This design comes from an exercise in tuning for small area and a short achievable clock period on the open sky130 flow, not from production work.
At most, simulation tests tie the RTL to the original design; equivalence was not proved.

==> 08-18 <==
## distortion
module distortion
#(
    parameter int WIDTH = 24
)
(
    input logic clk,
    input logic reset,
    input logic enable,
    input logic [WIDTH-1:0] in,
    input logic [WIDTH-1:0] gain,
    input logic [WIDTH-1:0] threshold,
    output logic [WIDTH-1:0] out
);
clock: 7.5 ns
lec_check: 0
cap_margin: 20
core_margin: 2
core_utilization: 60
cts_buf_list: sky130_fd_sc_hd__clkbuf_4 sky130_fd_sc_hd__clkbuf_8
cts_cluster_size: 20
setup_slack_margin: 4.0
slew_margin: 20
tns_end_percent: 0
standard.sh (not shown) runs the stock make flow with config.mk's settings and CLKGATE_MAP_FILE= SYNTH_SCRIPT=/design/flow/synth_recipe.tcl, a recipe that flattens the netlist after the stock synthesis.
==> flow/flow/run.sh <==
#!/bin/bash
# The standard layout (standard.sh) with two changes:
#  1. after the standard synthesis, flow/fixinv.py chooses the polarity of each
#     full-adder cell so that fewer inverters sit between adders (a full adder
#     is self-dual); registers and logic function are unchanged;
#  2. buffer_ports puts plain buf_1 cells on the ports instead of the default
#     clkdlybuf4s50_1 delay buffers (every port still gets its buffer).
# Each tool's output goes to a log file here; ORFS keeps each step's log under
# orfs/logs/.
set -euo pipefail
export BUFFER_PORTS_ARGS="-buffer_cell sky130_fd_sc_hd__buf_1"
R=orfs/results/${FLOW_PLATFORM:-sky130hd}/distortion/base
bash standard.sh synth > standard_synth.log 2>&1
cp $R/1_2_yosys.v $R/1_2_yosys.std.v
python3 flow/fixinv.py $R/1_2_yosys.std.v $R/1_2_yosys.v > fixinv.log 2>&1
rm -f $R/1_synth.odb $R/1_synth.sdc
bash standard.sh > standard.log 2>&1
Other scripts of this flow, unchanged in this note and not shown: flow/flow/fixinv.py
==> 01-25 (differences from 08-18) <==
--- a/flow/design.v
+++ b/flow/design.v
@@ -1580,14 +1580,20 @@
     if (enable) begin
         x <= psum[43:20]; t <= threshold;
     end
 end
 wire        cmp_pos = x >= t;
 wire [25:0] neg_sum = {{2{x[23]}}, x} + {2'b00, t} + 26'h3FFFFFF;
 wire        cmp_neg = neg_sum[25];
 wire        cmp = x[23] ? cmp_neg : cmp_pos;
-wire [23:0] lvl = x[23] ? (~t + 24'd1) : t;
+wire [23:0] tor0 = {t[22:0], 1'b0};
+wire [23:0] tor1 = tor0 | {tor0[22:0], 1'b0};
+wire [23:0] tor2 = tor1 | {tor1[21:0], 2'b0};
+wire [23:0] tor3 = tor2 | {tor2[19:0], 4'b0};
+wire [23:0] tor4 = tor3 | {tor3[15:0], 8'b0};
+wire [23:0] tor5 = tor4 | {tor4[7:0], 16'b0};
+wire [23:0] lvl = t ^ ({24{x[23]}} & tor5);
 always_ff @(posedge clk or posedge reset) begin
     if (reset) out <= '0;
     else if (enable) out <= v3 ? (cmp ? lvl : x) : '0;
 end
 endmodule
- SETUP_SLACK_MARGIN: 4.0 -> 4.4
==> 01-10 (differences from 08-18) <==
- SETUP_SLACK_MARGIN: 4.0 -> 4.4
==> metrics.yaml <==
status: "finished clean"
endpoint: "r2[46]$_DFFE_PP_"
core_sq_mm: 0.03574
critPathArrivalTime_ns: 3.91
p_int_w: 0.006326
powerDensity_mw_per_mm2: 469.0
area_growth_pct: 8.524
clk_share: 0.03706
drt_first_pass_iters: 7
instances_no_fill: 2475
grt_use_met2: 0.4776
nNetsFinal: 2357
r2r-end: "r2[46]$_DFFE_PP_"
multi_input_gates: 1436
-- figures above: 08-18

==> metrics.yaml <==
critPathMaxFanout: 12
fmax_mhz: 309.0
clk_share: 0.03781
grt_use_met2: 0.5210
critPathArrivalTime_ns: 3.61
clock_path_buffers: 3
area_growth_pct: 12.67
cts.clk_slew.worst_paths_ns: 0.06
status: "finished clean"
instances_no_fill: 2597
buffer_area_frac: 0.06333
nNetsFinal: 2472
powerDensity_mw_per_mm2: 500.0
multi_input_gates: 1517
p_int_w: 0.006897
core_sq_mm: 0.03661
endpoint: "r2[25]$_DFFE_PP_"
drt_first_pass_iters: 6
-- figures above: 01-25

==> metrics.yaml <==
r2r-end: "out[21]$_DFFE_PP0P_"
area_growth_pct: 11.46
endpoint: "out[21]$_DFFE_PP0P_"
core_sq_mm: 0.03574
p_int_w: 0.006577
instances_no_fill: 2512
powerDensity_mw_per_mm2: 473.6
status: "finished clean"
drt_first_pass_iters: 7
fmax_mhz: 301.6
nNetsFinal: 2395
critPathArrivalTime_ns: 3.77
grt_use_met2: 0.4935
multi_input_gates: 1436
switching_power_w: 0.004969
-- figures above: 01-10

The RTL of 01-25 was laid out without a check of its function.

---

==> inputs of exp/violet <==
distortion, a different RTL version from the one above (not shown whole).
make LEC_CHECK=0 CAP_MARGIN=20 CORE_MARGIN=2 CORE_UTILIZATION=60 PLACE_DENSITY=0.75 SETUP_SLACK_MARGIN=4.7 SLEW_MARGIN=20 finish   # period 7.5 ns
run.sh (not shown) runs the stock make flow with config.mk's settings and CLKGATE_MAP_FILE= SYNTH_SCRIPT=/design/flow/synth_recipe.tcl, a recipe that flattens the netlist after the stock synthesis.
Stock flow here: none of the scripts above is used.
==> inputs of exp/tundra, as changes to exp/violet <==
--- a/flow/config.mk
+++ b/flow/config.mk
@@ -7,7 +7,6 @@
 export LEC_CHECK = 0
 export CAP_MARGIN = 20
 export CORE_MARGIN = 2
-export CORE_UTILIZATION = 60
-export PLACE_DENSITY = 0.75
-export SETUP_SLACK_MARGIN = 4.7
+export CORE_UTILIZATION = 40
+export SETUP_SLACK_MARGIN = 4.3
 export SLEW_MARGIN = 20
==> inputs of exp/umber, as changes to exp/violet <==
--- a/flow/config.mk
+++ b/flow/config.mk
@@ -7,7 +7,6 @@
 export LEC_CHECK = 0
 export CAP_MARGIN = 20
 export CORE_MARGIN = 2
-export CORE_UTILIZATION = 60
-export PLACE_DENSITY = 0.75
+export CORE_UTILIZATION = 40
 export SETUP_SLACK_MARGIN = 4.7
 export SLEW_MARGIN = 20
==> results.sh <==
export IMPL_insertion_delay_ps=600
export IMPL_path_buf_inv=3
export IMPL_outcome="timing/DRC/antenna clean"
export IMPL_vdd_drop_max_uv=260
export IMPL_stdcell_area_mm2=0.0308
export IMPL_core_mm2=0.0618
export IMPL_p_switching_uw=7660
export IMPL_areaGrowthSynthToFinish_pct=22.7
export IMPL_p_int_uw=8610
export IMPL_post_place_ws_ps=3240
export IMPL_min_path_cells=1
export IMPL_power_clock_uw=1520
-- figures above: exp/tundra

==> results.sh <==
export IMPL_worst_pin_slew_ps=824
export IMPL_p_switching_uw=8590
export IMPL_min_path_cells=2
export IMPL_wl_per_cell_um=27.0
export IMPL_power_clock_uw=1510
export IMPL_insertion_delay_ps=600
export IMPL_synthAdderAreaFrac=0.288
export IMPL_synth_nets=3152
export IMPL_path_buf_inv=4
export IMPL_areaGrowthSynthToFinish_pct=32.8
export IMPL_syn_cell_area_mm2=0.0251
export IMPL_largest_class="multi-input gates"
export IMPL_n_clock_buffer=32
export IMPL_final_common_cell="inv_1"
export IMPL_p_int_uw=9480
export IMPL_post_place_ws_ps=3410
export IMPL_outcome="timing/DRC/antenna clean"
export IMPL_critPathArrivalTime_ps=4000
export IMPL_core_mm2=0.0410
export IMPL_vdd_drop_max_uv=359
-- figures above: exp/violet

==> results.sh <==
export IMPL_post_place_ws_ps=3430
export IMPL_ff_latch_area_mm2=0.00594
export IMPL_power_clock_uw=1570
export IMPL_p_int_uw=9530
export IMPL_worst_path_most_repeated_cell="fa_2"
export IMPL_insertion_delay_ps=610
export IMPL_outcome="timing/DRC/antenna clean"
export IMPL_holdWs_ps=509
export IMPL_min_path_cells=2
export IMPL_root_buffer="clkbuf_16"
export IMPL_vdd_drop_max_uv=419
export IMPL_fill_cells=5228
export IMPL_fin_crit_ps=3330
export IMPL_grt_busiest_layer="met2"
export IMPL_areaGrowthSynthToFinish_pct=35.0
export IMPL_stdcell_area_mm2=0.0339
export IMPL_wl_met2_um=36400
-- figures above: exp/umber

Function was not checked in any run of this note: the RTL went through the layout flow alone.

re-timing with driven ports:
No port has a modelled driver above. Below, the same layouts with a new extraction and two added sets of constraints. Step 1, drivers: a clkbuf_16 drives clk and a buf_2 each remaining input, both assumed. Step 2, shift: input delay + t, output delay - t, t = (earliest + latest rising clock arrival at the registers) / 2. This alone moves slack from input paths to output paths. Three values: ideal ports, drivers, drivers and shift; two values: the first two.
run | t, ns | setup slack, ns | hold slack, ns | worst setup path after step 2 | worst data-port slew with drivers (ns)
08-18 | 0.646 | 3.931 / 3.931 / 3.931 | 0.471 / 0.471 / 0.471 | register to register | 0.05
01-25 | 0.697 | 4.264 / 4.264 / 4.264 | 0.468 / 0.468 / 0.468 | register to register | 0.04
01-10 | 0.667 | 4.184 / 4.184 / 3.749 | 0.475 / 0.475 / 0.475 | input to register | 0.04
exp/violet | 0.649 | 4.011 / 4.011 / 3.891 | 0.504 / 0.504 / 0.504 | input to register | 0.06
exp/tundra | 0.659 | 4.111 / 4.111 / 3.801 | 0.508 / 0.508 / 0.508 | input to register | 0.06
exp/umber | 0.667 | 4.171 / 4.171 / 4.025 | 0.509 / 0.509 / 0.509 | input to register | 0.09
After both steps every run listed still meets setup and hold. For 01-10, which loses most, drivers alone change the setup slack by 0.000 ns; drivers and shift together by -0.435 ns.
